Background: an optimization exercise with open tools, aiming at small area and a short achievable clock period. Do not read the settings as production practice.
Function was checked by simulation only, so behaviour that the tests miss may differ from the original.

## flow/design.v (module list and top-level ports; edited modules follow where they fit)
// module intt4point: 1140 lines
// module fa_m: 4 lines
// module ha_m: 4 lines
// module xn_m: 3 lines
// module or_m: 3 lines
module intt4point(
    input clk, rst,
    input [15:0] in0, in1, in2, in3,
    output [15:0] out0, out1, out2, out3
);
  // ...
==> flow/run.sh <==
#!/bin/bash
# synth_recipe.tcl (not shown) runs the flow's synth.tcl, then flattens the netlist and writes it again
# the make line also repeats each setting of config.mk as NAME=value (left out here)
make -C /OpenROAD-flow-scripts/flow DESIGN_CONFIG=/design/flow/config.mk WORK_HOME=/design/flow/orfs CLKGATE_MAP_FILE= SYNTH_SCRIPT=/design/flow/synth_recipe.tcl finish
==> flow/config.mk <==
export PLATFORM = sky130hd
export DESIGN_NAME = intt4point
export DESIGN_NICKNAME = intt4point
export VERILOG_FILES = /design/flow/design.v
export SDC_FILE = /design/flow/constraint.sdc
export NUM_CORES = 4
export LEC_CHECK = 0
export CAP_MARGIN = 20
export CORE_MARGIN = 2
export CORE_UTILIZATION = 40
export SLEW_MARGIN = 20
export SYNTH_HIERARCHICAL = 1
export SYNTH_MINIMUM_KEEP_SIZE = 0
==> flow/constraint.sdc <==
create_clock -name core_clock -period 110.0 [get_ports {clk}]
set_input_delay 22.0000 -clock core_clock [delete_from_list [all_inputs] [get_ports {clk}]]
set_output_delay 22.0000 -clock core_clock [all_outputs]
set_load 0.01 [all_outputs]
==> results.txt, run 1 <==
status complete, no violations; critical path depth 29; total core area 28700 um2; synthesized area between 10000 and 15000 um2; Starting Density 40.7%; Yosys reg bits between 50 and 60; share of cells above drive strength 1 3.17%; I/O Buffers 105; final setup vio count 0; worst hold path type input port to register; P&R area growth vs syn 14.9%; Critical-path top delay cell dfxtp_1; CTS sink cnt slightly below 60; Syn Area/Cell 11.3 um2; Post-synth EDFFs 0; top post-synthesis cells by area fa_1 (51%), ha_1 (10%), dfxtp_1 (9.9%), inv_1 (5.9%), xnor2_1 (4.8%); met1 wire length 10.2 mm; Num CTS Buffers 9; Synth Instances 1037; CLK BUF 9; critical path launch point rd[3]; clock network area share 2.61%; full die area 30600 um2; GRT met1 Usage 22.3%; area fraction of the dominant cell type after synthesis 51.5%; max_cap viols 0; grt total ovfl 0; CTS resizes 0; DRT iter0 DRCs 293; Overall Global Routing Usage roughly 18%; Post-synth top flop dfxtp_1; most common cell after layout, fill and taps aside fa_1
==> inputs of run 2 (changes only) <==
==> flow/design.v (replaced) <==
module intt4point(
    input clk, rst,
    input [15:0] in0, in1, in2, in3,
    output [15:0] out0, out1, out2, out3
);
  wire [12:0] z0, z1, z2, z3;
  reg [14:0] rs0;
  reg [14:0] rs2;
  reg [13:0] rb;
  reg [13:0] rd;
  wire s1, c2;
  ha_m us1 (.a(in0[0]), .b(in2[0]), .s(s1), .co(c2));
  wire s3, c4;
  fa_m us3 (.a(in0[1]), .b(in2[1]), .c(c2), .s(s3), .co(c4));
  wire s5, c6;
  fa_m us5 (.a(in0[2]), .b(in2[2]), .c(c4), .s(s5), .co(c6));
  wire s7, c8;
  fa_m us7 (.a(in0[3]), .b(in2[3]), .c(c6), .s(s7), .co(c8));
  wire s9, c10;
  fa_m us9 (.a(in0[4]), .b(in2[4]), .c(c8), .s(s9), .co(c10));
  wire s11, c12;
  fa_m us11 (.a(in0[5]), .b(in2[5]), .c(c10), .s(s11), .co(c12));
  wire s13, c14;
  fa_m us13 (.a(in0[6]), .b(in2[6]), .c(c12), .s(s13), .co(c14));
  wire s15, c16;
  fa_m us15 (.a(in0[7]), .b(in2[7]), .c(c14), .s(s15), .co(c16));
  wire s17, c18;
  fa_m us17 (.a(in0[8]), .b(in2[8]), .c(c16), .s(s17), .co(c18));
  wire s19, c20;
  fa_m us19 (.a(in0[9]), .b(in2[9]), .c(c18), .s(s19), .co(c20));
  wire s21, c22;
  fa_m us21 (.a(in0[10]), .b(in2[10]), .c(c20), .s(s21), .co(c22));
  wire s23, c24;
  fa_m us23 (.a(in0[11]), .b(in2[11]), .c(c22), .s(s23), .co(c24));
  wire s25, c26;
  fa_m us25 (.a(in0[12]), .b(in2[12]), .c(c24), .s(s25), .co(c26));
  wire s27, c28;
  ha_m us27 (.a(in1[0]), .b(in3[0]), .s(s27), .co(c28));
  wire s29, c30;
  fa_m us29 (.a(in1[1]), .b(in3[1]), .c(c28), .s(s29), .co(c30));
  wire s31, c32;
  fa_m us31 (.a(in1[2]), .b(in3[2]), .c(c30), .s(s31), .co(c32));
  wire s33, c34;
  fa_m us33 (.a(in1[3]), .b(in3[3]), .c(c32), .s(s33), .co(c34));
  wire s35, c36;
  fa_m us35 (.a(in1[4]), .b(in3[4]), .c(c34), .s(s35), .co(c36));
  wire s37, c38;
  fa_m us37 (.a(in1[5]), .b(in3[5]), .c(c36), .s(s37), .co(c38));
  wire s39, c40;
  fa_m us39 (.a(in1[6]), .b(in3[6]), .c(c38), .s(s39), .co(c40));
  wire s41, c42;
  fa_m us41 (.a(in1[7]), .b(in3[7]), .c(c40), .s(s41), .co(c42));
  wire s43, c44;
  fa_m us43 (.a(in1[8]), .b(in3[8]), .c(c42), .s(s43), .co(c44));
  wire s45, c46;
  fa_m us45 (.a(in1[9]), .b(in3[9]), .c(c44), .s(s45), .co(c46));
  wire s47, c48;
  fa_m us47 (.a(in1[10]), .b(in3[10]), .c(c46), .s(s47), .co(c48));
  wire s49, c50;
  fa_m us49 (.a(in1[11]), .b(in3[11]), .c(c48), .s(s49), .co(c50));
  wire s51, c52;
  fa_m us51 (.a(in1[12]), .b(in3[12]), .c(c50), .s(s51), .co(c52));
  wire i53 = ~in2[1];
  wire s54, c55;
  ha_m us54 (.a(in0[1]), .b(i53), .s(s54), .co(c55));
  wire i56 = ~in2[2];
  wire s57, c58;
  ha_m us57 (.a(in0[2]), .b(i56), .s(s57), .co(c58));
  wire i59 = ~in2[3];
  wire s60, c61;
  ha_m us60 (.a(in0[3]), .b(i59), .s(s60), .co(c61));
  wire i62 = ~in2[4];
  wire s63, c64;
  ha_m us63 (.a(in0[4]), .b(i62), .s(s63), .co(c64));
  wire i65 = ~in2[5];
  wire s66, c67;
  ha_m us66 (.a(in0[5]), .b(i65), .s(s66), .co(c67));
  wire i68 = ~in2[6];
  wire s69, c70;
  ha_m us69 (.a(in0[6]), .b(i68), .s(s69), .co(c70));
  wire i71 = ~in2[7];
  wire s72, c73;
  ha_m us72 (.a(in0[7]), .b(i71), .s(s72), .co(c73));
  wire i74 = ~in2[8];
  wire s75, c76;
  ha_m us75 (.a(in0[8]), .b(i74), .s(s75), .co(c76));
  wire i77 = ~in2[9];
  wire s78, c79;
  ha_m us78 (.a(in0[9]), .b(i77), .s(s78), .co(c79));
  wire i80 = ~in2[10];
  wire s81, c82;
  ha_m us81 (.a(in0[10]), .b(i80), .s(s81), .co(c82));
  wire i83 = ~in2[11];
  wire s84, c85;
  ha_m us84 (.a(in0[11]), .b(i83), .s(s84), .co(c85));
  wire i86 = ~in2[12];
  wire s87, c88;
  ha_m us87 (.a(in0[12]), .b(i86), .s(s87), .co(c88));
  wire s89, c90;
  xn_m us89 (.a(in2[0]), .b(in0[0]), .y(s89));
  or_m uc90 (.a(in2[0]), .b(in0[0]), .y(c90));
  wire i91 = ~c90;
  wire s92, c93;
  fa_m us92 (.a(in0[0]), .b(s54), .c(i91), .s(s92), .co(c93));
  wire s94, c95;
  fa_m us94 (.a(c55), .b(s57), .c(c93), .s(s94), .co(c95));
  wire s96, c97;
  fa_m us96 (.a(c58), .b(s60), .c(c95), .s(s96), .co(c97));
  wire s98, c99;
  fa_m us98 (.a(c61), .b(s63), .c(c97), .s(s98), .co(c99));
  wire s100, c101;
  fa_m us100 (.a(c64), .b(s66), .c(c99), .s(s100), .co(c101));
  wire s102, c103;
  fa_m us102 (.a(c67), .b(s69), .c(c101), .s(s102), .co(c103));
  wire s104, c105;
  fa_m us104 (.a(c70), .b(s72), .c(c103), .s(s104), .co(c105));
  wire s106, c107;
  fa_m us106 (.a(c73), .b(s75), .c(c105), .s(s106), .co(c107));
  wire s108, c109;
  fa_m us108 (.a(c76), .b(s78), .c(c107), .s(s108), .co(c109));
  wire s110, c111;
  fa_m us110 (.a(c79), .b(s81), .c(c109), .s(s110), .co(c111));
  wire s112, c113;
  fa_m us112 (.a(c82), .b(s84), .c(c111), .s(s112), .co(c113));
  wire s114, c115;
  fa_m us114 (.a(c85), .b(s87), .c(c113), .s(s114), .co(c115));
  wire s116, c117;
  xn_m us116 (.a(c88), .b(c115), .y(s116));
  or_m uc117 (.a(c88), .b(c115), .y(c117));
  wire i118 = ~in3[1];
  wire s119, c120;
  ha_m us119 (.a(in1[1]), .b(i118), .s(s119), .co(c120));
  wire i121 = ~in3[2];
  wire s122, c123;
  ha_m us122 (.a(in1[2]), .b(i121), .s(s122), .co(c123));
  wire i124 = ~in3[3];
  wire s125, c126;
  ha_m us125 (.a(in1[3]), .b(i124), .s(s125), .co(c126));
  wire i127 = ~in3[4];
  wire s128, c129;
  ha_m us128 (.a(in1[4]), .b(i127), .s(s128), .co(c129));
  wire i130 = ~in3[5];
  wire s131, c132;
  ha_m us131 (.a(in1[5]), .b(i130), .s(s131), .co(c132));
  wire i133 = ~in3[6];
  wire s134, c135;
  ha_m us134 (.a(in1[6]), .b(i133), .s(s134), .co(c135));
  wire i136 = ~in3[7];
  wire s137, c138;
  ha_m us137 (.a(in1[7]), .b(i136), .s(s137), .co(c138));
  wire i139 = ~in3[8];
  wire s140, c141;
  ha_m us140 (.a(in1[8]), .b(i139), .s(s140), .co(c141));
  wire i142 = ~in3[9];
  wire s143, c144;
  ha_m us143 (.a(in1[9]), .b(i142), .s(s143), .co(c144));
  wire i145 = ~in3[10];
  wire s146, c147;
  ha_m us146 (.a(in1[10]), .b(i145), .s(s146), .co(c147));
  wire i148 = ~in3[11];
  wire s149, c150;
  ha_m us149 (.a(in1[11]), .b(i148), .s(s149), .co(c150));
  wire i151 = ~in3[12];
  wire s152, c153;
  ha_m us152 (.a(in1[12]), .b(i151), .s(s152), .co(c153));
  wire s154, c155;
  xn_m us154 (.a(in3[0]), .b(in1[0]), .y(s154));
  or_m uc155 (.a(in3[0]), .b(in1[0]), .y(c155));
  wire i156 = ~c155;
  wire s157, c158;
  fa_m us157 (.a(in1[0]), .b(s119), .c(i156), .s(s157), .co(c158));
  wire s159, c160;
  fa_m us159 (.a(c120), .b(s122), .c(c158), .s(s159), .co(c160));
  wire s161, c162;
  fa_m us161 (.a(c123), .b(s125), .c(c160), .s(s161), .co(c162));
  wire s163, c164;
  fa_m us163 (.a(c126), .b(s128), .c(c162), .s(s163), .co(c164));
  wire s165, c166;
  fa_m us165 (.a(c129), .b(s131), .c(c164), .s(s165), .co(c166));
  wire s167, c168;
  fa_m us167 (.a(c132), .b(s134), .c(c166), .s(s167), .co(c168));
  wire s169, c170;
  fa_m us169 (.a(c135), .b(s137), .c(c168), .s(s169), .co(c170));
  wire s171, c172;
  fa_m us171 (.a(c138), .b(s140), .c(c170), .s(s171), .co(c172));
  wire s173, c174;
  fa_m us173 (.a(c141), .b(s143), .c(c172), .s(s173), .co(c174));
  wire s175, c176;
  fa_m us175 (.a(c144), .b(s146), .c(c174), .s(s175), .co(c176));
  wire s177, c178;
  fa_m us177 (.a(c147), .b(s149), .c(c176), .s(s177), .co(c178));
  wire s179, c180;
  fa_m us179 (.a(c150), .b(s152), .c(c178), .s(s179), .co(c180));
  wire s181, c182;
  xn_m us181 (.a(c153), .b(c180), .y(s181));
  or_m uc182 (.a(c153), .b(c180), .y(c182));
  wire s183, c184;
  ha_m us183 (.a(s1), .b(s27), .s(s183), .co(c184));
  wire s185, c186;
  fa_m us185 (.a(s3), .b(s29), .c(c184), .s(s185), .co(c186));
  wire s187, c188;
  fa_m us187 (.a(s5), .b(s31), .c(c186), .s(s187), .co(c188));
  wire s189, c190;
  fa_m us189 (.a(s7), .b(s33), .c(c188), .s(s189), .co(c190));
  wire s191, c192;
  fa_m us191 (.a(s9), .b(s35), .c(c190), .s(s191), .co(c192));
  wire s193, c194;
  fa_m us193 (.a(s11), .b(s37), .c(c192), .s(s193), .co(c194));
  wire s195, c196;
  fa_m us195 (.a(s13), .b(s39), .c(c194), .s(s195), .co(c196));
  wire s197, c198;
  fa_m us197 (.a(s15), .b(s41), .c(c196), .s(s197), .co(c198));
  wire s199, c200;
  fa_m us199 (.a(s17), .b(s43), .c(c198), .s(s199), .co(c200));
  wire s201, c202;
  fa_m us201 (.a(s19), .b(s45), .c(c200), .s(s201), .co(c202));
  wire s203, c204;
  fa_m us203 (.a(s21), .b(s47), .c(c202), .s(s203), .co(c204));
  wire s205, c206;
  fa_m us205 (.a(s23), .b(s49), .c(c204), .s(s205), .co(c206));
  wire s207, c208;
  fa_m us207 (.a(s25), .b(s51), .c(c206), .s(s207), .co(c208));
  wire s209, c210;
  fa_m us209 (.a(c26), .b(c52), .c(c208), .s(s209), .co(c210));
  wire s211, c212;
  ha_m us211 (.a(s1), .b(s3), .s(s211), .co(c212));
  wire s213, c214;
  ha_m us213 (.a(c212), .b(s5), .s(s213), .co(c214));
  wire s215, c216;
  ha_m us215 (.a(c214), .b(s7), .s(s215), .co(c216));
  wire s217, c218;
  ha_m us217 (.a(c216), .b(s9), .s(s217), .co(c218));
  wire s219, c220;
  ha_m us219 (.a(c218), .b(s11), .s(s219), .co(c220));
  wire s221, c222;
  ha_m us221 (.a(c220), .b(s13), .s(s221), .co(c222));
  wire s223, c224;
  ha_m us223 (.a(c222), .b(s15), .s(s223), .co(c224));
  wire s225, c226;
  ha_m us225 (.a(c224), .b(s17), .s(s225), .co(c226));
  wire s227, c228;
  ha_m us227 (.a(c226), .b(s19), .s(s227), .co(c228));
  wire s229, c230;
  ha_m us229 (.a(c228), .b(s21), .s(s229), .co(c230));
  wire s231, c232;
  ha_m us231 (.a(c230), .b(s23), .s(s231), .co(c232));
  wire s233, c234;
  ha_m us233 (.a(c232), .b(s25), .s(s233), .co(c234));
  wire i235 = ~c52;
  wire s236, c237;
  ha_m us236 (.a(c26), .b(i235), .s(s236), .co(c237));
  wire s238, c239;
  xn_m us238 (.a(s27), .b(s1), .y(s238));
  or_m uc239 (.a(s27), .b(s1), .y(c239));
  wire i240 = ~s211;
  wire s241, c242;
  fa_m us241 (.a(s29), .b(i240), .c(c239), .s(s241), .co(c242));
  wire i243 = ~s213;
  wire s244, c245;
  fa_m us244 (.a(s31), .b(i243), .c(c242), .s(s244), .co(c245));
  wire i246 = ~s215;
  wire s247, c248;
  fa_m us247 (.a(s33), .b(i246), .c(c245), .s(s247), .co(c248));
  wire i249 = ~s217;
  wire s250, c251;
  fa_m us250 (.a(s35), .b(i249), .c(c248), .s(s250), .co(c251));
  wire i252 = ~s219;
  wire s253, c254;
  fa_m us253 (.a(s37), .b(i252), .c(c251), .s(s253), .co(c254));
  wire i255 = ~s221;
  wire s256, c257;
  fa_m us256 (.a(s39), .b(i255), .c(c254), .s(s256), .co(c257));
  wire i258 = ~s223;
  wire s259, c260;
  fa_m us259 (.a(s41), .b(i258), .c(c257), .s(s259), .co(c260));
  wire i261 = ~s225;
  wire s262, c263;
  fa_m us262 (.a(s43), .b(i261), .c(c260), .s(s262), .co(c263));
  wire i264 = ~s227;
  wire s265, c266;
  fa_m us265 (.a(s45), .b(i264), .c(c263), .s(s265), .co(c266));
  wire i267 = ~s229;
  wire s268, c269;
  fa_m us268 (.a(s47), .b(i267), .c(c266), .s(s268), .co(c269));
  wire i270 = ~s231;
  wire s271, c272;
  fa_m us271 (.a(s49), .b(i270), .c(c269), .s(s271), .co(c272));
  wire i273 = ~s233;
  wire s274, c275;
  fa_m us274 (.a(s51), .b(i273), .c(c272), .s(s274), .co(c275));
  wire i276 = ~c275;
  wire s277, c278;
  fa_m us277 (.a(c234), .b(s236), .c(i276), .s(s277), .co(c278));
  wire s279, c280;
  xn_m us279 (.a(c237), .b(c278), .y(s279));
  or_m uc280 (.a(c237), .b(c278), .y(c280));
  wire [14:0] rs0_d = {c210, s209, s207, s205, s203, s201, s199, s197, s195, s193, s191, s189, s187, s185, s183};
  wire i281 = ~s238;
  wire i282 = ~s241;
  wire i283 = ~s244;
  wire i284 = ~s247;
  wire i285 = ~s250;
  wire i286 = ~s253;
  wire i287 = ~s256;
  wire i288 = ~s259;
  wire i289 = ~s262;
  wire i290 = ~s265;
  wire i291 = ~s268;
  wire i292 = ~s271;
  wire i293 = ~s274;
  wire [14:0] rs2_d = {s279, s277, i293, i292, i291, i290, i289, i288, i287, i286, i285, i284, i283, i282, i281};
  wire i294 = ~s89;
  wire [13:0] rb_d = {s116, s114, s112, s110, s108, s106, s104, s102, s100, s98, s96, s94, s92, i294};
  wire i295 = ~s154;
  wire [13:0] rd_d = {s181, s179, s177, s175, s173, s171, s169, s167, s165, s163, s161, s159, s157, i295};
  wire i296 = ~rs0[1];
  wire s297, c298;
  ha_m us297 (.a(i296), .b(rs0[14]), .s(s297), .co(c298));
  wire s299, c300;
  ha_m us299 (.a(rs0[0]), .b(rs0[9]), .s(s299), .co(c300));
  wire s301, c302;
  fa_m us301 (.a(rs0[1]), .b(rs0[10]), .c(c300), .s(s301), .co(c302));
  wire s303, c304;
  ha_m us303 (.a(rs0[11]), .b(c302), .s(s303), .co(c304));
  wire s305, c306;
  ha_m us305 (.a(rs0[12]), .b(c304), .s(s305), .co(c306));
  wire s307, c308;
  fa_m us307 (.a(rs0[13]), .b(rs0[0]), .c(c306), .s(s307), .co(c308));
  wire i309 = ~rs0[0];
  wire s310, c311;
  fa_m us310 (.a(i309), .b(s297), .c(c308), .s(s310), .co(c311));
  wire s312, c313;
  xn_m us312 (.a(c298), .b(c311), .y(s312));
  or_m uc313 (.a(c298), .b(c311), .y(c313));
  wire [12:0] w314 = {s310, s307, s305, s303, s301, s299, rs0[8], rs0[7], rs0[6], rs0[5], rs0[4], rs0[3], rs0[2]};
  assign z0 = s312 ? w314 + 13'd7681 : w314;
  wire s315, c316;
  ha_m us315 (.a(rs2[1]), .b(rs2[14]), .s(s315), .co(c316));
  wire i317 = ~rs2[7];
  wire s318, c319;
  ha_m us318 (.a(i317), .b(rs2[5]), .s(s318), .co(c319));
  wire s320, c321;
  ha_m us320 (.a(rs2[2]), .b(rs2[8]), .s(s320), .co(c321));
  wire i322 = ~c316;
  wire s323, c324;
  fa_m us323 (.a(rs2[6]), .b(c319), .c(i322), .s(s323), .co(c324));
  wire s325, c326;
  fa_m us325 (.a(rs2[3]), .b(rs2[9]), .c(rs2[0]), .s(s325), .co(c326));
  wire s327, c328;
  fa_m us327 (.a(i317), .b(c321), .c(s325), .s(s327), .co(c328));
  wire s329, c330;
  fa_m us329 (.a(rs2[4]), .b(rs2[10]), .c(rs2[1]), .s(s329), .co(c330));
  wire i331 = ~rs2[8];
  wire s332, c333;
  fa_m us332 (.a(i331), .b(c326), .c(s329), .s(s332), .co(c333));
  wire s334, c335;
  fa_m us334 (.a(rs2[2]), .b(rs2[5]), .c(rs2[11]), .s(s334), .co(c335));
  wire i336 = ~c330;
  wire s337, c338;
  fa_m us337 (.a(rs2[0]), .b(rs2[9]), .c(i336), .s(s337), .co(c338));
  wire s339, c340;
  xn_m us339 (.a(s334), .b(c333), .y(s339));
  or_m uc340 (.a(s334), .b(c333), .y(c340));
  wire s341, c342;
  fa_m us341 (.a(rs2[3]), .b(rs2[6]), .c(rs2[12]), .s(s341), .co(c342));
  wire i343 = ~c335;
  wire s344, c345;
  fa_m us344 (.a(rs2[1]), .b(rs2[10]), .c(i343), .s(s344), .co(c345));
  wire i346 = ~s341;
  wire s347, c348;
  fa_m us347 (.a(i346), .b(c338), .c(s344), .s(s347), .co(c348));
  wire s349, c350;
  fa_m us349 (.a(rs2[2]), .b(rs2[11]), .c(rs2[0]), .s(s349), .co(c350));
  wire s351, c352;
  fa_m us351 (.a(rs2[4]), .b(rs2[7]), .c(rs2[13]), .s(s351), .co(c352));
  wire i353 = ~s349;
  wire s354, c355;
  fa_m us354 (.a(c342), .b(i353), .c(s351), .s(s354), .co(c355));
  wire i356 = ~s354;
  wire s357, c358;
  ha_m us357 (.a(c345), .b(i356), .s(s357), .co(c358));
  wire s359, c360;
  fa_m us359 (.a(rs2[3]), .b(rs2[12]), .c(rs2[1]), .s(s359), .co(c360));
  wire s361, c362;
  ha_m us361 (.a(rs2[5]), .b(rs2[8]), .s(s361), .co(c362));
  wire s363, c364;
  fa_m us363 (.a(rs2[14]), .b(c350), .c(s359), .s(s363), .co(c364));
  wire s365, c366;
  fa_m us365 (.a(c352), .b(s361), .c(c355), .s(s365), .co(c366));
  wire s367, c368;
  ha_m us367 (.a(s363), .b(c358), .s(s367), .co(c368));
  wire s369, c370;
  fa_m us369 (.a(rs2[0]), .b(rs2[9]), .c(rs2[0]), .s(s369), .co(c370));
  wire s371, c372;
  xn_m us371 (.a(rs2[2]), .b(rs2[4]), .y(s371));
  or_m uc372 (.a(rs2[2]), .b(rs2[4]), .y(c372));
  wire s373, c374;
  fa_m us373 (.a(rs2[13]), .b(c360), .c(s371), .s(s373), .co(c374));
  wire s375, c376;
  fa_m us375 (.a(rs2[6]), .b(c362), .c(s369), .s(s375), .co(c376));
  wire i377 = ~s375;
  wire s378, c379;
  fa_m us378 (.a(c364), .b(s373), .c(i377), .s(s378), .co(c379));
  wire i380 = ~c366;
  wire s381, c382;
  ha_m us381 (.a(i380), .b(s378), .s(s381), .co(c382));
  wire i383 = ~rs2[3];
  wire s384, c385;
  fa_m us384 (.a(rs2[1]), .b(rs2[10]), .c(i383), .s(s384), .co(c385));
  wire i386 = ~c372;
  wire s387, c388;
  fa_m us387 (.a(c370), .b(i386), .c(s384), .s(s387), .co(c388));
  wire i389 = ~c374;
  wire s390, c391;
  fa_m us390 (.a(i389), .b(c376), .c(s387), .s(s390), .co(c391));
  wire i392 = ~s390;
  wire s393, c394;
  ha_m us393 (.a(c379), .b(i392), .s(s393), .co(c394));
  wire i395 = ~rs2[4];
  wire s396, c397;
  fa_m us396 (.a(rs2[2]), .b(rs2[11]), .c(i395), .s(s396), .co(c397));
  wire s398, c399;
  fa_m us398 (.a(c385), .b(s396), .c(c388), .s(s398), .co(c399));
  wire s400, c401;
  xn_m us400 (.a(c391), .b(s398), .y(s400));
  or_m uc401 (.a(c391), .b(s398), .y(c401));
  wire i402 = ~rs2[5];
  wire s403, c404;
  fa_m us403 (.a(rs2[3]), .b(rs2[12]), .c(i402), .s(s403), .co(c404));
  wire s405, c406;
  fa_m us405 (.a(c397), .b(s403), .c(c399), .s(s405), .co(c406));
  wire i407 = ~rs2[0];
  wire s408, c409;
  fa_m us408 (.a(i407), .b(rs2[4]), .c(rs2[13]), .s(s408), .co(c409));
  wire i410 = ~rs2[6];
  wire s411, c412;
  fa_m us411 (.a(i410), .b(c404), .c(s408), .s(s411), .co(c412));
  wire i413 = ~s365;
  wire s414, c415;
  ha_m us414 (.a(c348), .b(i413), .s(s414), .co(c415));
  wire s416, c417;
  ha_m us416 (.a(c368), .b(c415), .s(s416), .co(c417));
  wire s418, c419;
  fa_m us418 (.a(s318), .b(c382), .c(s393), .s(s418), .co(c419));
  wire i420 = ~s315;
  wire s421, c422;
  ha_m us421 (.a(i420), .b(c417), .s(s421), .co(c422));
  wire i423 = ~s320;
  wire s424, c425;
  fa_m us424 (.a(i423), .b(s323), .c(c394), .s(s424), .co(c425));
  wire s426, c427;
  fa_m us426 (.a(c422), .b(c419), .c(s424), .s(s426), .co(c427));
  wire i428 = ~c324;
  wire s429, c430;
  fa_m us429 (.a(i428), .b(s327), .c(c401), .s(s429), .co(c430));
  wire i431 = ~c425;
  wire s432, c433;
  fa_m us432 (.a(s405), .b(i431), .c(s429), .s(s432), .co(c433));
  wire s434, c435;
  fa_m us434 (.a(c328), .b(s332), .c(s411), .s(s434), .co(c435));
  wire s436, c437;
  fa_m us436 (.a(s434), .b(c406), .c(c430), .s(s436), .co(c437));
  wire s438, c439;
  fa_m us438 (.a(s318), .b(c409), .c(i420), .s(s438), .co(c439));
  wire i440 = ~s337;
  wire s441, c442;
  fa_m us441 (.a(i440), .b(c412), .c(s438), .s(s441), .co(c442));
  wire s443, c444;
  fa_m us443 (.a(s339), .b(c435), .c(s441), .s(s443), .co(c444));
  wire i445 = ~s323;
  wire s446, c447;
  xn_m us446 (.a(s320), .b(i445), .y(s446));
  or_m uc447 (.a(s320), .b(i445), .y(c447));
  wire i448 = ~s446;
  wire s449, c450;
  fa_m us449 (.a(c439), .b(c442), .c(i448), .s(s449), .co(c450));
  wire s451, c452;
  fa_m us451 (.a(i428), .b(s327), .c(c447), .s(s451), .co(c452));
  wire s453, c454;
  xn_m us453 (.a(c328), .b(s332), .y(s453));
  or_m uc454 (.a(c328), .b(s332), .y(c454));
  wire s455, c456;
  xn_m us455 (.a(i440), .b(s339), .y(s455));
  or_m uc456 (.a(i440), .b(s339), .y(c456));
  wire i457 = ~c340;
  wire s458, c459;
  ha_m us458 (.a(i457), .b(s347), .s(s458), .co(c459));
  wire i460 = ~c348;
  wire s461, c462;
  fa_m us461 (.a(s357), .b(i460), .c(c459), .s(s461), .co(c462));
  wire s463, c464;
  fa_m us463 (.a(s367), .b(s414), .c(c462), .s(s463), .co(c464));
  wire s465, c466;
  fa_m us465 (.a(s381), .b(s416), .c(c464), .s(s465), .co(c466));
  wire s467, c468;
  fa_m us467 (.a(s418), .b(s421), .c(c466), .s(s467), .co(c468));
  wire i469 = ~s400;
  wire s470, c471;
  fa_m us470 (.a(i469), .b(s426), .c(c468), .s(s470), .co(c471));
  wire i472 = ~s432;
  wire s473, c474;
  fa_m us473 (.a(c427), .b(i472), .c(c471), .s(s473), .co(c474));
  wire i475 = ~c474;
  wire s476, c477;
  fa_m us476 (.a(c433), .b(s436), .c(i475), .s(s476), .co(c477));
  wire s478, c479;
  fa_m us478 (.a(c437), .b(s443), .c(c477), .s(s478), .co(c479));
  wire s480, c481;
  fa_m us480 (.a(c444), .b(s449), .c(c479), .s(s480), .co(c481));
  wire i482 = ~s451;
  wire s483, c484;
  fa_m us483 (.a(c450), .b(i482), .c(c481), .s(s483), .co(c484));
  wire i485 = ~c484;
  wire s486, c487;
  fa_m us486 (.a(c452), .b(s453), .c(i485), .s(s486), .co(c487));
  wire s488, c489;
  fa_m us488 (.a(c454), .b(s455), .c(c487), .s(s488), .co(c489));
  wire s490, c491;
  xn_m us490 (.a(c456), .b(c489), .y(s490));
  or_m uc491 (.a(c456), .b(c489), .y(c491));
  wire [14:0] w492 = {~c491, s490, s488, s486, ~s483, ~s480, ~s478, ~s476, s473, s470, s467, s465, s463, s461, s458};
  wire n493 = c491 & (w492[13:0] >= 14'd7681);
  wire n494 = ~c491 | n493;
  wire i495 = ~s476;
  wire i496 = ~s478;
  wire i497 = ~s480;
  wire i498 = ~s483;
  wire [12:0] w499 = {s488, s486, i498, i497, i496, i495, s473, s470, s467, s465, s463, s461, s458};
  wire i500 = ~c491;
  assign z2 = i500 ? w499 + 13'd7681 : (n493 ? w499 + 13'd511 : w499);
  wire s501, c502;
  fa_m us501 (.a(rb[7]), .b(rb[3]), .c(rb[1]), .s(s501), .co(c502));
  wire s503, c504;
  ha_m us503 (.a(rd[9]), .b(rd[0]), .s(s503), .co(c504));
  wire s505, c506;
  fa_m us505 (.a(rb[8]), .b(rb[4]), .c(rb[2]), .s(s505), .co(c506));
  wire s507, c508;
  fa_m us507 (.a(rd[10]), .b(rd[1]), .c(c504), .s(s507), .co(c508));
  wire s509, c510;
  xn_m us509 (.a(c502), .b(s505), .y(s509));
  or_m uc510 (.a(c502), .b(s505), .y(c510));
  wire s511, c512;
  fa_m us511 (.a(rb[0]), .b(rb[9]), .c(rb[5]), .s(s511), .co(c512));
  wire i513 = ~rb[3];
  wire s514, c515;
  fa_m us514 (.a(rd[2]), .b(i513), .c(rd[11]), .s(s514), .co(c515));
  wire s516, c517;
  fa_m us516 (.a(rd[0]), .b(c506), .c(s511), .s(s516), .co(c517));
  wire i518 = ~c510;
  wire s519, c520;
  fa_m us519 (.a(s514), .b(c508), .c(i518), .s(s519), .co(c520));
  wire s521, c522;
  fa_m us521 (.a(rb[1]), .b(rb[10]), .c(rb[6]), .s(s521), .co(c522));
  wire s523, c524;
  fa_m us523 (.a(rb[4]), .b(rb[0]), .c(rd[1]), .s(s523), .co(c524));
  wire s525, c526;
  fa_m us525 (.a(rd[3]), .b(rd[12]), .c(c515), .s(s525), .co(c526));
  wire s527, c528;
  fa_m us527 (.a(c512), .b(s521), .c(s523), .s(s527), .co(c528));
  wire i529 = ~s525;
  wire s530, c531;
  fa_m us530 (.a(c517), .b(i529), .c(s527), .s(s530), .co(c531));
  wire s532, c533;
  fa_m us532 (.a(rb[2]), .b(rb[11]), .c(rb[7]), .s(s532), .co(c533));
  wire s534, c535;
  fa_m us534 (.a(rb[5]), .b(rb[1]), .c(rd[13]), .s(s534), .co(c535));
  wire i536 = ~rd[2];
  wire s537, c538;
  xn_m us537 (.a(rd[4]), .b(i536), .y(s537));
  or_m uc538 (.a(rd[4]), .b(i536), .y(c538));
  wire s539, c540;
  fa_m us539 (.a(rd[0]), .b(c522), .c(c524), .s(s539), .co(c540));
  wire i541 = ~s537;
  wire s542, c543;
  fa_m us542 (.a(s532), .b(s534), .c(i541), .s(s542), .co(c543));
  wire s544, c545;
  fa_m us544 (.a(c528), .b(s539), .c(s542), .s(s544), .co(c545));
  wire i546 = ~c531;
  wire s547, c548;
  ha_m us547 (.a(c526), .b(i546), .s(s547), .co(c548));
  wire s549, c550;
  fa_m us549 (.a(rb[3]), .b(rb[12]), .c(rb[8]), .s(s549), .co(c550));
  wire s551, c552;
  fa_m us551 (.a(rb[6]), .b(rb[2]), .c(rd[3]), .s(s551), .co(c552));
  wire s553, c554;
  fa_m us553 (.a(rd[1]), .b(c533), .c(c535), .s(s553), .co(c554));
  wire i555 = ~s549;
  wire s556, c557;
  fa_m us556 (.a(rd[5]), .b(c538), .c(i555), .s(s556), .co(c557));
  wire s558, c559;
  fa_m us558 (.a(s551), .b(c540), .c(c543), .s(s558), .co(c559));
  wire s560, c561;
  fa_m us560 (.a(s553), .b(c545), .c(s558), .s(s560), .co(c561));
  wire s562, c563;
  ha_m us562 (.a(s556), .b(c548), .s(s562), .co(c563));
  wire s564, c565;
  fa_m us564 (.a(rb[0]), .b(rd[6]), .c(rb[13]), .s(s564), .co(c565));
  wire s566, c567;
  fa_m us566 (.a(rd[2]), .b(rb[4]), .c(rb[0]), .s(s566), .co(c567));
  wire s568, c569;
  fa_m us568 (.a(rb[9]), .b(rb[7]), .c(rb[3]), .s(s568), .co(c569));
  wire s570, c571;
  fa_m us570 (.a(rd[4]), .b(c550), .c(c552), .s(s570), .co(c571));
  wire i572 = ~s564;
  wire s573, c574;
  fa_m us573 (.a(i572), .b(s566), .c(s568), .s(s573), .co(c574));
  wire s575, c576;
  fa_m us575 (.a(c554), .b(s570), .c(s573), .s(s575), .co(c576));
  wire i577 = ~c557;
  wire s578, c579;
  fa_m us578 (.a(i577), .b(c559), .c(s575), .s(s578), .co(c579));
  wire i580 = ~c561;
  wire s581, c582;
  ha_m us581 (.a(i580), .b(c563), .s(s581), .co(c582));
  wire s583, c584;
  fa_m us583 (.a(rd[3]), .b(rb[5]), .c(rb[1]), .s(s583), .co(c584));
  wire s585, c586;
  fa_m us585 (.a(rb[10]), .b(rb[8]), .c(rb[4]), .s(s585), .co(c586));
  wire i587 = ~rd[5];
  wire s588, c589;
  fa_m us588 (.a(rb[1]), .b(rd[7]), .c(i587), .s(s588), .co(c589));
  wire s590, c591;
  fa_m us590 (.a(c567), .b(c569), .c(s583), .s(s590), .co(c591));
  wire i592 = ~s585;
  wire s593, c594;
  fa_m us593 (.a(c565), .b(i592), .c(s588), .s(s593), .co(c594));
  wire s595, c596;
  fa_m us595 (.a(c571), .b(c574), .c(s590), .s(s595), .co(c596));
  wire i597 = ~s593;
  wire s598, c599;
  fa_m us598 (.a(i597), .b(c576), .c(s595), .s(s598), .co(c599));
  wire s600, c601;
  xn_m us600 (.a(c579), .b(s598), .y(s600));
  or_m uc601 (.a(c579), .b(s598), .y(c601));
  wire s602, c603;
  fa_m us602 (.a(rd[4]), .b(rb[6]), .c(rb[2]), .s(s602), .co(c603));
  wire s604, c605;
  fa_m us604 (.a(rb[0]), .b(rb[11]), .c(rb[9]), .s(s604), .co(c605));
  wire s606, c607;
  xn_m us606 (.a(rb[2]), .b(rd[8]), .y(s606));
  or_m uc607 (.a(rb[2]), .b(rd[8]), .y(c607));
  wire s608, c609;
  fa_m us608 (.a(rb[5]), .b(rd[6]), .c(c584), .s(s608), .co(c609));
  wire s610, c611;
  fa_m us610 (.a(c586), .b(s602), .c(s604), .s(s610), .co(c611));
  wire s612, c613;
  fa_m us612 (.a(c589), .b(s606), .c(c594), .s(s612), .co(c613));
  wire s614, c615;
  fa_m us614 (.a(c591), .b(s608), .c(s610), .s(s614), .co(c615));
  wire i616 = ~s612;
  wire s617, c618;
  fa_m us617 (.a(c596), .b(i616), .c(s614), .s(s617), .co(c618));
  wire s619, c620;
  xn_m us619 (.a(c599), .b(s617), .y(s619));
  or_m uc620 (.a(c599), .b(s617), .y(c620));
  wire s621, c622;
  fa_m us621 (.a(rd[5]), .b(rb[12]), .c(rb[10]), .s(s621), .co(c622));
  wire s623, c624;
  fa_m us623 (.a(i513), .b(rb[6]), .c(rd[7]), .s(s623), .co(c624));
  wire s625, c626;
  fa_m us625 (.a(c603), .b(c605), .c(s621), .s(s625), .co(c626));
  wire s627, c628;
  fa_m us627 (.a(s623), .b(c609), .c(c611), .s(s627), .co(c628));
  wire s629, c630;
  fa_m us629 (.a(s625), .b(c615), .c(s627), .s(s629), .co(c630));
  wire i631 = ~c618;
  wire s632, c633;
  fa_m us632 (.a(c607), .b(c613), .c(i631), .s(s632), .co(c633));
  wire s634, c635;
  xn_m us634 (.a(s629), .b(c620), .y(s634));
  or_m uc635 (.a(s629), .b(c620), .y(c635));
  wire s636, c637;
  fa_m us636 (.a(rb[4]), .b(rb[0]), .c(rb[13]), .s(s636), .co(c637));
  wire s638, c639;
  ha_m us638 (.a(rd[6]), .b(rb[11]), .s(s638), .co(c639));
  wire s640, c641;
  fa_m us640 (.a(rb[7]), .b(rd[8]), .c(c622), .s(s640), .co(c641));
  wire i642 = ~s636;
  wire s643, c644;
  fa_m us643 (.a(c624), .b(i642), .c(s638), .s(s643), .co(c644));
  wire s645, c646;
  fa_m us645 (.a(c626), .b(s640), .c(s643), .s(s645), .co(c646));
  wire s647, c648;
  fa_m us647 (.a(c628), .b(s645), .c(c630), .s(s647), .co(c648));
  wire i649 = ~s647;
  wire s650, c651;
  ha_m us650 (.a(c633), .b(i649), .s(s650), .co(c651));
  wire s652, c653;
  fa_m us652 (.a(rd[7]), .b(rb[12]), .c(rb[8]), .s(s652), .co(c653));
  wire s654, c655;
  xn_m us654 (.a(rb[5]), .b(rb[1]), .y(s654));
  or_m uc655 (.a(rb[5]), .b(rb[1]), .y(c655));
  wire s656, c657;
  fa_m us656 (.a(rd[9]), .b(c639), .c(s652), .s(s656), .co(c657));
  wire s658, c659;
  fa_m us658 (.a(c641), .b(c644), .c(s656), .s(s658), .co(c659));
  wire i660 = ~c646;
  wire s661, c662;
  fa_m us661 (.a(c637), .b(s654), .c(i660), .s(s661), .co(c662));
  wire i663 = ~s661;
  wire s664, c665;
  fa_m us664 (.a(s658), .b(i663), .c(c648), .s(s664), .co(c665));
  wire s666, c667;
  fa_m us666 (.a(rb[6]), .b(rb[2]), .c(rb[0]), .s(s666), .co(c667));
  wire s668, c669;
  fa_m us668 (.a(rd[8]), .b(rb[9]), .c(rd[10]), .s(s668), .co(c669));
  wire s670, c671;
  fa_m us670 (.a(rb[13]), .b(c655), .c(s666), .s(s670), .co(c671));
  wire s672, c673;
  fa_m us672 (.a(c653), .b(s668), .c(c657), .s(s672), .co(c673));
  wire i674 = ~s670;
  wire s675, c676;
  fa_m us675 (.a(i674), .b(c659), .c(s672), .s(s675), .co(c676));
  wire i677 = ~s675;
  wire s678, c679;
  ha_m us678 (.a(c662), .b(i677), .s(s678), .co(c679));
  wire s680, c681;
  ha_m us680 (.a(rb[10]), .b(rd[11]), .s(s680), .co(c681));
  wire i682 = ~c667;
  wire s683, c684;
  fa_m us683 (.a(i682), .b(c669), .c(s680), .s(s683), .co(c684));
  wire i685 = ~c671;
  wire s686, c687;
  fa_m us686 (.a(i685), .b(s683), .c(c673), .s(s686), .co(c687));
  wire s688, c689;
  xn_m us688 (.a(s686), .b(c676), .y(s688));
  or_m uc689 (.a(s686), .b(c676), .y(c689));
  wire s690, c691;
  ha_m us690 (.a(rb[11]), .b(rd[12]), .s(s690), .co(c691));
  wire s692, c693;
  fa_m us692 (.a(c681), .b(s690), .c(c684), .s(s692), .co(c693));
  wire s694, c695;
  xn_m us694 (.a(s692), .b(c687), .y(s694));
  or_m uc695 (.a(s692), .b(c687), .y(c695));
  wire i696 = ~rb[12];
  wire s697, c698;
  xn_m us697 (.a(i696), .b(rd[13]), .y(s697));
  or_m uc698 (.a(i696), .b(rd[13]), .y(c698));
  wire i699 = ~s697;
  wire s700, c701;
  fa_m us700 (.a(c691), .b(i699), .c(c693), .s(s700), .co(c701));
  wire s702, c703;
  xn_m us702 (.a(rb[13]), .b(c698), .y(s702));
  or_m uc703 (.a(rb[13]), .b(c698), .y(c703));
  wire i704 = ~s501;
  wire s705, c706;
  ha_m us705 (.a(i704), .b(s503), .s(s705), .co(c706));
  wire i707 = ~s509;
  wire s708, c709;
  fa_m us708 (.a(s507), .b(i707), .c(c706), .s(s708), .co(c709));
  wire i710 = ~s516;
  wire s711, c712;
  fa_m us711 (.a(i710), .b(s519), .c(c709), .s(s711), .co(c712));
  wire i713 = ~s530;
  wire s714, c715;
  fa_m us714 (.a(c520), .b(i713), .c(c712), .s(s714), .co(c715));
  wire i716 = ~s544;
  wire s717, c718;
  xn_m us717 (.a(i716), .b(s547), .y(s717));
  or_m uc718 (.a(i716), .b(s547), .y(c718));
  wire i719 = ~s560;
  wire s720, c721;
  ha_m us720 (.a(i719), .b(s562), .s(s720), .co(c721));
  wire i722 = ~s578;
  wire s723, c724;
  ha_m us723 (.a(i722), .b(s581), .s(s723), .co(c724));
  wire i725 = ~s600;
  wire s726, c727;
  ha_m us726 (.a(c582), .b(i725), .s(s726), .co(c727));
  wire s728, c729;
  xn_m us728 (.a(c601), .b(s619), .y(s728));
  or_m uc729 (.a(c601), .b(s619), .y(c729));
  wire i730 = ~s634;
  wire s731, c732;
  fa_m us731 (.a(s705), .b(s632), .c(i730), .s(s731), .co(c732));
  wire i733 = ~c635;
  wire s734, c735;
  fa_m us734 (.a(s708), .b(i733), .c(s650), .s(s734), .co(c735));
  wire i736 = ~s664;
  wire s737, c738;
  fa_m us737 (.a(s711), .b(c651), .c(i736), .s(s737), .co(c738));
  wire i739 = ~c665;
  wire s740, c741;
  fa_m us740 (.a(s714), .b(s678), .c(i739), .s(s740), .co(c741));
  wire i742 = ~c679;
  wire s743, c744;
  fa_m us743 (.a(s705), .b(i742), .c(s688), .s(s743), .co(c744));
  wire s745, c746;
  fa_m us745 (.a(s708), .b(s694), .c(c689), .s(s745), .co(c746));
  wire s747, c748;
  fa_m us747 (.a(s711), .b(s700), .c(c695), .s(s747), .co(c748));
  wire i749 = ~s702;
  wire s750, c751;
  fa_m us750 (.a(i749), .b(c701), .c(s714), .s(s750), .co(c751));
  wire s752, c753;
  ha_m us752 (.a(c715), .b(s717), .s(s752), .co(c753));
  wire s754, c755;
  fa_m us754 (.a(c718), .b(s720), .c(c753), .s(s754), .co(c755));
  wire s756, c757;
  fa_m us756 (.a(c721), .b(s723), .c(c755), .s(s756), .co(c757));
  wire s758, c759;
  fa_m us758 (.a(c724), .b(s726), .c(c757), .s(s758), .co(c759));
  wire i760 = ~s728;
  wire s761, c762;
  fa_m us761 (.a(c727), .b(i760), .c(c759), .s(s761), .co(c762));
  wire i763 = ~c729;
  wire s764, c765;
  fa_m us764 (.a(i763), .b(s731), .c(c762), .s(s764), .co(c765));
  wire s766, c767;
  fa_m us766 (.a(c732), .b(s734), .c(c765), .s(s766), .co(c767));
  wire s768, c769;
  fa_m us768 (.a(c735), .b(s737), .c(c767), .s(s768), .co(c769));
  wire s770, c771;
  fa_m us770 (.a(c738), .b(s740), .c(c769), .s(s770), .co(c771));
  wire i772 = ~s743;
  wire s773, c774;
  fa_m us773 (.a(c741), .b(i772), .c(c771), .s(s773), .co(c774));
  wire i775 = ~c774;
  wire s776, c777;
  fa_m us776 (.a(c744), .b(s745), .c(i775), .s(s776), .co(c777));
  wire s778, c779;
  fa_m us778 (.a(c746), .b(s747), .c(c777), .s(s778), .co(c779));
  wire s780, c781;
  fa_m us780 (.a(c748), .b(s750), .c(c779), .s(s780), .co(c781));
  wire i782 = ~c703;
  wire s783, c784;
  fa_m us783 (.a(i782), .b(c751), .c(c781), .s(s783), .co(c784));
  wire [14:0] w785 = {c784, ~s783, ~s780, ~s778, ~s776, s773, s770, s768, s766, s764, s761, s758, s756, s754, s752};
  wire i786 = ~c784;
  wire n787 = i786 & (w785[13:0] >= 14'd7681);
  wire n788 = c784 | n787;
  wire i789 = ~s776;
  wire i790 = ~s778;
  wire i791 = ~s780;
  wire [12:0] w792 = {i791, i790, i789, s773, s770, s768, s766, s764, s761, s758, s756, s754, s752};
  assign z1 = c784 ? w792 + 13'd7681 : (n787 ? w792 + 13'd511 : w792);
  wire s793, c794;
  fa_m us793 (.a(rd[7]), .b(rd[3]), .c(rd[1]), .s(s793), .co(c794));
  wire s795, c796;
  ha_m us795 (.a(rb[0]), .b(rb[9]), .s(s795), .co(c796));
  wire s797, c798;
  fa_m us797 (.a(rd[8]), .b(rd[4]), .c(rd[2]), .s(s797), .co(c798));
  wire s799, c800;
  fa_m us799 (.a(rb[1]), .b(rb[10]), .c(c796), .s(s799), .co(c800));
  wire s801, c802;
  xn_m us801 (.a(c794), .b(s797), .y(s801));
  or_m uc802 (.a(c794), .b(s797), .y(c802));
  wire s803, c804;
  fa_m us803 (.a(rd[0]), .b(rb[0]), .c(rd[9]), .s(s803), .co(c804));
  wire s805, c806;
  fa_m us805 (.a(rb[2]), .b(rb[11]), .c(i587), .s(s805), .co(c806));
  wire s807, c808;
  fa_m us807 (.a(rd[3]), .b(c798), .c(s803), .s(s807), .co(c808));
  wire i809 = ~c802;
  wire s810, c811;
  fa_m us810 (.a(s805), .b(c800), .c(i809), .s(s810), .co(c811));
  wire s812, c813;
  fa_m us812 (.a(rd[1]), .b(rb[1]), .c(rd[10]), .s(s812), .co(c813));
  wire s814, c815;
  fa_m us814 (.a(rd[6]), .b(rd[4]), .c(rd[0]), .s(s814), .co(c815));
  wire s816, c817;
  fa_m us816 (.a(rb[3]), .b(rb[12]), .c(c806), .s(s816), .co(c817));
  wire s818, c819;
  fa_m us818 (.a(c804), .b(s812), .c(s814), .s(s818), .co(c819));
  wire i820 = ~s816;
  wire s821, c822;
  fa_m us821 (.a(c808), .b(i820), .c(s818), .s(s821), .co(c822));
  wire s823, c824;
  fa_m us823 (.a(rb[0]), .b(rb[13]), .c(rb[2]), .s(s823), .co(c824));
  wire s825, c826;
  fa_m us825 (.a(rd[11]), .b(rd[7]), .c(rd[5]), .s(s825), .co(c826));
  wire i827 = ~rd[1];
  wire s828, c829;
  xn_m us828 (.a(i827), .b(rb[4]), .y(s828));
  or_m uc829 (.a(i827), .b(rb[4]), .y(c829));
  wire s830, c831;
  fa_m us830 (.a(rd[2]), .b(c813), .c(c815), .s(s830), .co(c831));
  wire i832 = ~s828;
  wire s833, c834;
  fa_m us833 (.a(s823), .b(s825), .c(i832), .s(s833), .co(c834));
  wire s835, c836;
  fa_m us835 (.a(c819), .b(s830), .c(s833), .s(s835), .co(c836));
  wire i837 = ~c822;
  wire s838, c839;
  ha_m us838 (.a(c817), .b(i837), .s(s838), .co(c839));
  wire s840, c841;
  fa_m us840 (.a(rb[1]), .b(rd[3]), .c(rb[3]), .s(s840), .co(c841));
  wire s842, c843;
  fa_m us842 (.a(rd[12]), .b(rd[8]), .c(rd[6]), .s(s842), .co(c843));
  wire s844, c845;
  fa_m us844 (.a(rd[2]), .b(c824), .c(c826), .s(s844), .co(c845));
  wire i846 = ~s840;
  wire s847, c848;
  fa_m us847 (.a(rb[5]), .b(c829), .c(i846), .s(s847), .co(c848));
  wire s849, c850;
  fa_m us849 (.a(s842), .b(c831), .c(c834), .s(s849), .co(c850));
  wire s851, c852;
  fa_m us851 (.a(s844), .b(c836), .c(s849), .s(s851), .co(c852));
  wire s853, c854;
  ha_m us853 (.a(s847), .b(c839), .s(s853), .co(c854));
  wire s855, c856;
  fa_m us855 (.a(rb[2]), .b(rd[4]), .c(rd[0]), .s(s855), .co(c856));
  wire s857, c858;
  fa_m us857 (.a(rd[0]), .b(rb[6]), .c(rd[13]), .s(s857), .co(c858));
  wire s859, c860;
  fa_m us859 (.a(rb[4]), .b(rd[9]), .c(rd[7]), .s(s859), .co(c860));
  wire s861, c862;
  fa_m us861 (.a(rd[3]), .b(c841), .c(c843), .s(s861), .co(c862));
  wire i863 = ~s857;
  wire s864, c865;
  fa_m us864 (.a(s855), .b(i863), .c(s859), .s(s864), .co(c865));
  wire s866, c867;
  fa_m us866 (.a(c845), .b(s861), .c(s864), .s(s866), .co(c867));
  wire i868 = ~c848;
  wire s869, c870;
  fa_m us869 (.a(i868), .b(c850), .c(s866), .s(s869), .co(c870));
  wire i871 = ~c852;
  wire s872, c873;
  ha_m us872 (.a(i871), .b(c854), .s(s872), .co(c873));
  wire s874, c875;
  fa_m us874 (.a(rb[3]), .b(rd[5]), .c(rd[1]), .s(s874), .co(c875));
  wire s876, c877;
  fa_m us876 (.a(rb[5]), .b(rd[10]), .c(rd[8]), .s(s876), .co(c877));
  wire i878 = ~rd[4];
  wire s879, c880;
  fa_m us879 (.a(rd[1]), .b(rb[7]), .c(i878), .s(s879), .co(c880));
  wire s881, c882;
  fa_m us881 (.a(c856), .b(c860), .c(s874), .s(s881), .co(c882));
  wire i883 = ~s876;
  wire s884, c885;
  fa_m us884 (.a(c858), .b(i883), .c(s879), .s(s884), .co(c885));
  wire s886, c887;
  fa_m us886 (.a(c862), .b(c865), .c(s881), .s(s886), .co(c887));
  wire i888 = ~s884;
  wire s889, c890;
  fa_m us889 (.a(i888), .b(c867), .c(s886), .s(s889), .co(c890));
  wire s891, c892;
  xn_m us891 (.a(c870), .b(s889), .y(s891));
  or_m uc892 (.a(c870), .b(s889), .y(c892));
  wire s893, c894;
  fa_m us893 (.a(rb[4]), .b(rd[6]), .c(rd[2]), .s(s893), .co(c894));
  wire s895, c896;
  fa_m us895 (.a(rd[0]), .b(rb[6]), .c(rd[11]), .s(s895), .co(c896));
  wire s897, c898;
  xn_m us897 (.a(rd[2]), .b(rb[8]), .y(s897));
  or_m uc898 (.a(rd[2]), .b(rb[8]), .y(c898));
  wire s899, c900;
  fa_m us899 (.a(rd[9]), .b(rd[5]), .c(c875), .s(s899), .co(c900));
  wire s901, c902;
  fa_m us901 (.a(c877), .b(s893), .c(s895), .s(s901), .co(c902));
  wire s903, c904;
  fa_m us903 (.a(c880), .b(s897), .c(c885), .s(s903), .co(c904));
  wire s905, c906;
  fa_m us905 (.a(c882), .b(s899), .c(s901), .s(s905), .co(c906));
  wire i907 = ~s903;
  wire s908, c909;
  fa_m us908 (.a(c887), .b(i907), .c(s905), .s(s908), .co(c909));
  wire s910, c911;
  xn_m us910 (.a(c890), .b(s908), .y(s910));
  or_m uc911 (.a(c890), .b(s908), .y(c911));
  wire s912, c913;
  fa_m us912 (.a(rb[5]), .b(rb[7]), .c(rd[12]), .s(s912), .co(c913));
  wire i914 = ~rd[3];
  wire s915, c916;
  fa_m us915 (.a(i914), .b(rd[10]), .c(rd[6]), .s(s915), .co(c916));
  wire s917, c918;
  fa_m us917 (.a(c894), .b(c896), .c(s912), .s(s917), .co(c918));
  wire s919, c920;
  fa_m us919 (.a(s915), .b(c900), .c(c902), .s(s919), .co(c920));
  wire s921, c922;
  fa_m us921 (.a(s917), .b(c906), .c(s919), .s(s921), .co(c922));
  wire i923 = ~c909;
  wire s924, c925;
  fa_m us924 (.a(c898), .b(c904), .c(i923), .s(s924), .co(c925));
  wire s926, c927;
  xn_m us926 (.a(s921), .b(c911), .y(s926));
  or_m uc927 (.a(s921), .b(c911), .y(c927));
  wire s928, c929;
  fa_m us928 (.a(rb[6]), .b(rb[8]), .c(rd[11]), .s(s928), .co(c929));
  wire s930, c931;
  xn_m us930 (.a(rd[4]), .b(rd[0]), .y(s930));
  or_m uc931 (.a(rd[4]), .b(rd[0]), .y(c931));
  wire s932, c933;
  fa_m us932 (.a(rd[7]), .b(c913), .c(c916), .s(s932), .co(c933));
  wire i934 = ~s928;
  wire s935, c936;
  fa_m us935 (.a(rd[13]), .b(i934), .c(s930), .s(s935), .co(c936));
  wire i937 = ~s935;
  wire s938, c939;
  fa_m us938 (.a(c918), .b(s932), .c(i937), .s(s938), .co(c939));
  wire s940, c941;
  fa_m us940 (.a(c920), .b(s938), .c(c922), .s(s940), .co(c941));
  wire i942 = ~s940;
  wire s943, c944;
  ha_m us943 (.a(c925), .b(i942), .s(s943), .co(c944));
  wire s945, c946;
  fa_m us945 (.a(rb[7]), .b(rb[9]), .c(rd[12]), .s(s945), .co(c946));
  wire s947, c948;
  xn_m us947 (.a(rd[5]), .b(rd[1]), .y(s947));
  or_m uc948 (.a(rd[5]), .b(rd[1]), .y(c948));
  wire s949, c950;
  fa_m us949 (.a(rd[8]), .b(c929), .c(s945), .s(s949), .co(c950));
  wire s951, c952;
  fa_m us951 (.a(c931), .b(s947), .c(c936), .s(s951), .co(c952));
  wire s953, c954;
  fa_m us953 (.a(c933), .b(s949), .c(c939), .s(s953), .co(c954));
  wire i955 = ~s951;
  wire s956, c957;
  fa_m us956 (.a(i955), .b(s953), .c(c941), .s(s956), .co(c957));
  wire s958, c959;
  fa_m us958 (.a(rd[6]), .b(rd[2]), .c(rd[0]), .s(s958), .co(c959));
  wire s960, c961;
  fa_m us960 (.a(rb[8]), .b(rb[10]), .c(rd[9]), .s(s960), .co(c961));
  wire s962, c963;
  fa_m us962 (.a(rd[13]), .b(c948), .c(s958), .s(s962), .co(c963));
  wire s964, c965;
  fa_m us964 (.a(c946), .b(s960), .c(c950), .s(s964), .co(c965));
  wire i966 = ~s964;
  wire s967, c968;
  fa_m us967 (.a(s962), .b(c952), .c(i966), .s(s967), .co(c968));
  wire i969 = ~c954;
  wire s970, c971;
  ha_m us970 (.a(i969), .b(s967), .s(s970), .co(c971));
  wire s972, c973;
  ha_m us972 (.a(rb[11]), .b(rd[10]), .s(s972), .co(c973));
  wire i974 = ~c959;
  wire s975, c976;
  fa_m us975 (.a(i974), .b(c961), .c(s972), .s(s975), .co(c976));
  wire i977 = ~c963;
  wire s978, c979;
  fa_m us978 (.a(i977), .b(s975), .c(c965), .s(s978), .co(c979));
  wire i980 = ~s978;
  wire s981, c982;
  ha_m us981 (.a(i980), .b(c968), .s(s981), .co(c982));
  wire s983, c984;
  ha_m us983 (.a(rb[12]), .b(rd[11]), .s(s983), .co(c984));
  wire s985, c986;
  fa_m us985 (.a(c973), .b(s983), .c(c976), .s(s985), .co(c986));
  wire s987, c988;
  xn_m us987 (.a(s985), .b(c979), .y(s987));
  or_m uc988 (.a(s985), .b(c979), .y(c988));
  wire i989 = ~rd[12];
  wire s990, c991;
  xn_m us990 (.a(rb[13]), .b(i989), .y(s990));
  or_m uc991 (.a(rb[13]), .b(i989), .y(c991));
  wire i992 = ~s990;
  wire s993, c994;
  fa_m us993 (.a(c984), .b(i992), .c(c986), .s(s993), .co(c994));
  wire s995, c996;
  xn_m us995 (.a(rd[13]), .b(c991), .y(s995));
  or_m uc996 (.a(rd[13]), .b(c991), .y(c996));
  wire i997 = ~s793;
  wire s998, c999;
  ha_m us998 (.a(i997), .b(s795), .s(s998), .co(c999));
  wire i1000 = ~s801;
  wire s1001, c1002;
  fa_m us1001 (.a(s799), .b(i1000), .c(c999), .s(s1001), .co(c1002));
  wire i1003 = ~s807;
  wire s1004, c1005;
  fa_m us1004 (.a(i1003), .b(s810), .c(c1002), .s(s1004), .co(c1005));
  wire i1006 = ~s821;
  wire s1007, c1008;
  fa_m us1007 (.a(c811), .b(i1006), .c(c1005), .s(s1007), .co(c1008));
  wire i1009 = ~s835;
  wire s1010, c1011;
  xn_m us1010 (.a(i1009), .b(s838), .y(s1010));
  or_m uc1011 (.a(i1009), .b(s838), .y(c1011));
  wire i1012 = ~s851;
  wire s1013, c1014;
  ha_m us1013 (.a(i1012), .b(s853), .s(s1013), .co(c1014));
  wire i1015 = ~s869;
  wire s1016, c1017;
  ha_m us1016 (.a(i1015), .b(s872), .s(s1016), .co(c1017));
  wire i1018 = ~s891;
  wire s1019, c1020;
  ha_m us1019 (.a(c873), .b(i1018), .s(s1019), .co(c1020));
  wire s1021, c1022;
  xn_m us1021 (.a(c892), .b(s910), .y(s1021));
  or_m uc1022 (.a(c892), .b(s910), .y(c1022));
  wire i1023 = ~s926;
  wire s1024, c1025;
  fa_m us1024 (.a(s998), .b(s924), .c(i1023), .s(s1024), .co(c1025));
  wire i1026 = ~c927;
  wire s1027, c1028;
  fa_m us1027 (.a(s1001), .b(i1026), .c(s943), .s(s1027), .co(c1028));
  wire i1029 = ~s956;
  wire s1030, c1031;
  fa_m us1030 (.a(s1004), .b(c944), .c(i1029), .s(s1030), .co(c1031));
  wire i1032 = ~c957;
  wire s1033, c1034;
  fa_m us1033 (.a(s1007), .b(s970), .c(i1032), .s(s1033), .co(c1034));
  wire i1035 = ~s998;
  wire s1036, c1037;
  fa_m us1036 (.a(i1035), .b(c971), .c(s981), .s(s1036), .co(c1037));
  wire i1038 = ~c982;
  wire s1039, c1040;
  fa_m us1039 (.a(s1001), .b(s987), .c(i1038), .s(s1039), .co(c1040));
  wire s1041, c1042;
  fa_m us1041 (.a(s1004), .b(s993), .c(c988), .s(s1041), .co(c1042));
  wire i1043 = ~s995;
  wire s1044, c1045;
  fa_m us1044 (.a(i1043), .b(c994), .c(s1007), .s(s1044), .co(c1045));
  wire s1046, c1047;
  ha_m us1046 (.a(c1008), .b(s1010), .s(s1046), .co(c1047));
  wire s1048, c1049;
  fa_m us1048 (.a(c1011), .b(s1013), .c(c1047), .s(s1048), .co(c1049));
  wire s1050, c1051;
  fa_m us1050 (.a(c1014), .b(s1016), .c(c1049), .s(s1050), .co(c1051));
  wire s1052, c1053;
  fa_m us1052 (.a(c1017), .b(s1019), .c(c1051), .s(s1052), .co(c1053));
  wire i1054 = ~s1021;
  wire s1055, c1056;
  fa_m us1055 (.a(c1020), .b(i1054), .c(c1053), .s(s1055), .co(c1056));
  wire i1057 = ~c1022;
  wire s1058, c1059;
  fa_m us1058 (.a(i1057), .b(s1024), .c(c1056), .s(s1058), .co(c1059));
  wire s1060, c1061;
  fa_m us1060 (.a(c1025), .b(s1027), .c(c1059), .s(s1060), .co(c1061));
  wire s1062, c1063;
  fa_m us1062 (.a(c1028), .b(s1030), .c(c1061), .s(s1062), .co(c1063));
  wire s1064, c1065;
  fa_m us1064 (.a(c1031), .b(s1033), .c(c1063), .s(s1064), .co(c1065));
  wire s1066, c1067;
  fa_m us1066 (.a(c1034), .b(s1036), .c(c1065), .s(s1066), .co(c1067));
  wire i1068 = ~s1039;
  wire s1069, c1070;
  fa_m us1069 (.a(c1037), .b(i1068), .c(c1067), .s(s1069), .co(c1070));
  wire i1071 = ~c1070;
  wire s1072, c1073;
  fa_m us1072 (.a(c1040), .b(s1041), .c(i1071), .s(s1072), .co(c1073));
  wire s1074, c1075;
  fa_m us1074 (.a(c1042), .b(s1044), .c(c1073), .s(s1074), .co(c1075));
  wire i1076 = ~c996;
  wire s1077, c1078;
  fa_m us1077 (.a(i1076), .b(c1045), .c(c1075), .s(s1077), .co(c1078));
  wire [14:0] w1079 = {c1078, ~s1077, ~s1074, ~s1072, s1069, s1066, s1064, s1062, s1060, s1058, s1055, s1052, s1050, s1048, s1046};
  wire i1080 = ~c1078;
  wire n1081 = i1080 & (w1079[13:0] >= 14'd7681);
  wire n1082 = c1078 | n1081;
  wire i1083 = ~s1072;
  wire i1084 = ~s1074;
  wire [12:0] w1085 = {i1084, i1083, s1069, s1066, s1064, s1062, s1060, s1058, s1055, s1052, s1050, s1048, s1046};
  assign z3 = c1078 ? w1085 + 13'd7681 : (n1081 ? w1085 + 13'd511 : w1085);
  always @(posedge clk) begin
    if (rst) begin
      rs0 <= 15'd0;
      rs2 <= 15'd0;
      rb <= 14'd0;
      rd <= 14'd0;
    end else begin
      rs0 <= rs0_d;
      rs2 <= rs2_d;
      rb <= rb_d;
      rd <= rd_d;
    end
  end
  assign out0 = {3'b000, z0};
  assign out1 = {3'b000, z1};
  assign out2 = {3'b000, z2};
  assign out3 = {3'b000, z3};
endmodule
module fa_m(input a, b, c, output s, co);
  assign s = a ^ b ^ c;
  assign co = (a & b) | (a & c) | (b & c);
endmodule
module ha_m(input a, b, output s, co);
  assign s = a ^ b;
  assign co = a & b;
endmodule
module xn_m(input a, b, output y);
  assign y = ~(a ^ b);
endmodule
module or_m(input a, b, output y);
  assign y = a | b;
endmodule
==> results.txt, run 2 <==
total core area 29600 um2 (+3.0%); initial antenna violation count 0; I/O Buffers 105 (unchanged); routed len/inst approximately 16 um; CTS sink cnt 58 (unchanged); CTS tree built; Final Hold Fails 0; DRC Markers 0; dpl ws 78.26 ns; Routability Congestion 0.819; Final Critical Period 32.05 ns; Startpoint Class register; # rows 63; synthesized area 12000 um2 (+2.5%); Boundary Pins 130; Fill cells 2748; fin cells about 1.5k; FMAX 0.0312 GHz; grt total ovfl 0 (unchanged); number of post-CTS setup repair buffers 0; count of cell types in the netlist 60; Final period util 29.1%; Worst Max-Slew Pin Slew 1.03 ns; multi-input logic area ~10000 um2; crit path DAT roughly 10 ns; post-route setup slack 77.95 ns; Hold Buf Count CTS 0; biggest regs rs0 x15, rs2 x15; Synth Instances 1040 (+0.29%); synth warn 7; Num CTS Buffers 9 (unchanged); full die area 31300 um2 (+2.4%); global-route wire length before repair 41.9 mm; placed cells 1515; First-pass DRT Iterations 4; P&R area growth vs syn 14.1%; RSZ-0062 raised after global routing no; clock slew at reported path FFs 0.05 ns; biggest area consumer among synthesized cells fa_1; most frequent cells after synthesis fa_1 (316), inv_1 (177), ha_1 (94), xnor2_1 (70), dfxtp_1 (58); endpoint type of the worst setup path output port; Setup CP Type register to output port; CTS root buf clkbuf_16; Register Area 1160 um2; Yosys reg bits 58 (unchanged); Req. time, crit path around 90 ns; Overall Global Routing Usage 17.3% (-0.32 points); Fin Setup TNS 0 ns; share of cells above drive strength 1 2.72% (-0.45 points); vias in the first global route between 8k and 9k; fin. max-slew vios 0; most common cell after layout, fill and taps aside fa_1; Post-DP HPWL approximately 22 mm; worst hold path type input port to register; most frequent cells in the layout fa_1 (316), inv_1 (177), clkdlybuf4s50_1 (104), ha_1 (94), xnor2_1 (70); Horiz. Die Dim 177 um; DRT iter0 DRCs 292 (-0.34%); Util after Layout 46.2%; most frequent cell after synthesis fa_1; status complete, no violations; final setup vio count 0 (unchanged); Syn Area/Cell 11.5 um2 (+2.2%); Antenna Violating Nets Remaining 0; die height 177 um; # H-tree levels 3; Max Buffers Root-to-Sink 2; sequential area share after synthesis 9.71%; largest net degree at the start of global routing 59; Post-synth EDFFs 0 (unchanged); Final nets about 1.6k; diode count 0; top post-synthesis cells by area fa_1 (53%), ha_1 (9.8%), dfxtp_1 (9.7%), inv_1 (5.6%), xnor2_1 (5.1%); CTS resizes 0 (unchanged); crit-path max FO 10; vias per cell between 4 and 5; vias 7392; Starting Density 40.5% (-0.19 points); Async SR Flop Fraction 0%; final wirelength ~25 mm; Slew headroom a little over 30%; area fraction of the dominant cell type after synthesis 52.9% (+1.4 points); max_cap viols 0 (unchanged); Post-synth top flop dfxtp_1
run 2: cell count changes after synthesis, moves of 6 or more:
| cell | previous run | this run |
|---|---|---|
| fa_1 | 300 | 316 |
| inv_1 | 184 | 177 |
| nor2_1 | 38 | 28 |
| xnor2_1 | 64 | 70 |
| xor2_1 | 24 | 17 |
run 2: modules after synthesis, one instance, submodules excluded:
module / cells inside / area (um2) / copies in the design / flops+latches
xn_m: 1 / 8.76 / 40 / 0
fa_m: 1 / 20.0 / 316 / 0
intt4point: 564 / 4010 / 1 / 58
ha_m: 1 / 12.5 / 84 / 0
or_m: 1 / 6.26 / 36 / 0
run 2: area by class of cell:
type,instances,area share (%)
clock buffers,10,1.68
clock inverters,6,0.422
inverters,177,4.87
multi-input cells,784,73.2
flip-flops and latches,58,8.50
well taps,390,3.57
repair buffers,106,7.72
run 2: through the flow:
stage	hold WS (ns)	area, um2
after floorplan	22.15	12000
after global placement	22.68	13400
after detailed placement	22.69	13400
after CTS	22.36	13700
after global routing	22.40	13700
final	22.35	13700
run 2: worst max-delay path: stages (launching register included):
cell	delay [ns]
dfxtp_1	0.88
fa_1	0.56
fa_1	0.50
fa_1	0.40
fa_1	0.51
inv_1	0.04
ha_1	0.30
fa_1	0.42
fa_1	0.40
fa_1	0.39
fa_1	0.39
fa_1	0.38
fa_1	0.38
fa_1	0.38
fa_1	0.39
fa_1	0.39
fa_1	0.36
inv_1	0.07
fa_1	0.17
fa_1	0.18
fa_1	0.47
and3b_1	0.23
and2_1	0.17
nor4bb_1	0.43
a21boi_0	0.19
xnor2_1	0.16
clkdlybuf4s50_1	0.56
run 2: per-layer routing:
layer	GRT usage, %	routed length, um
met4	3.06	270
met3	1.74	821
met2	30.5	13100
met1	23.4	10800
met5	0	0
run 2: path summary, 6_finish.rpt:
path,depth (start not counted),from,endpoint
worst max-delay path,26,rb[0],out3[8]
worst min-delay path,2,rst,rs2[8]
run 2: cell families (layout without fill, tap and decap cells):
logic type,Yosys count,in the layout,synth area share (%)
buf+inv,209,299,7.06
compound gates,52,52,3.11
flops,58,58,9.71
mux,5,5,0.450
xor+xnor,87,87,6.37
fa+ha+maj,410,410,62.7
simple gates,218,218,10.6
other cells,1,12,0.0313

separate check: timing with driven ports:
How much do the figures lean on ideal ports? The routed layouts below were timed once more, with nothing changed but the port constraints.
Step 1: set_driving_cell puts a clkbuf_16 on clk and a buf_2 on each other input, an assumption about the parent block.
Step 2 adds t to the input delays and takes it off the output delays; t is the mean of the earliest and latest rising clock arrival at the registers after step 1. Input paths then give back, and output paths get back, about the clock's delay inside the block.
Three values: ideal, step 1, step 2; two values: the first two.
| run | t (ns) | setup WS [ns] | worst slew at a driven data input, ns | pins driven straight from the clock port |
|---|---|---|---|---|
| run 1 | 0.357 | 77.588 / 77.552 / 77.909 | 0.05 | 1 |
| run 2 | 0.352 | 77.948 / 77.914 / 78.266 | 0.06 | 1 |
After both steps every run listed still meets setup and hold.
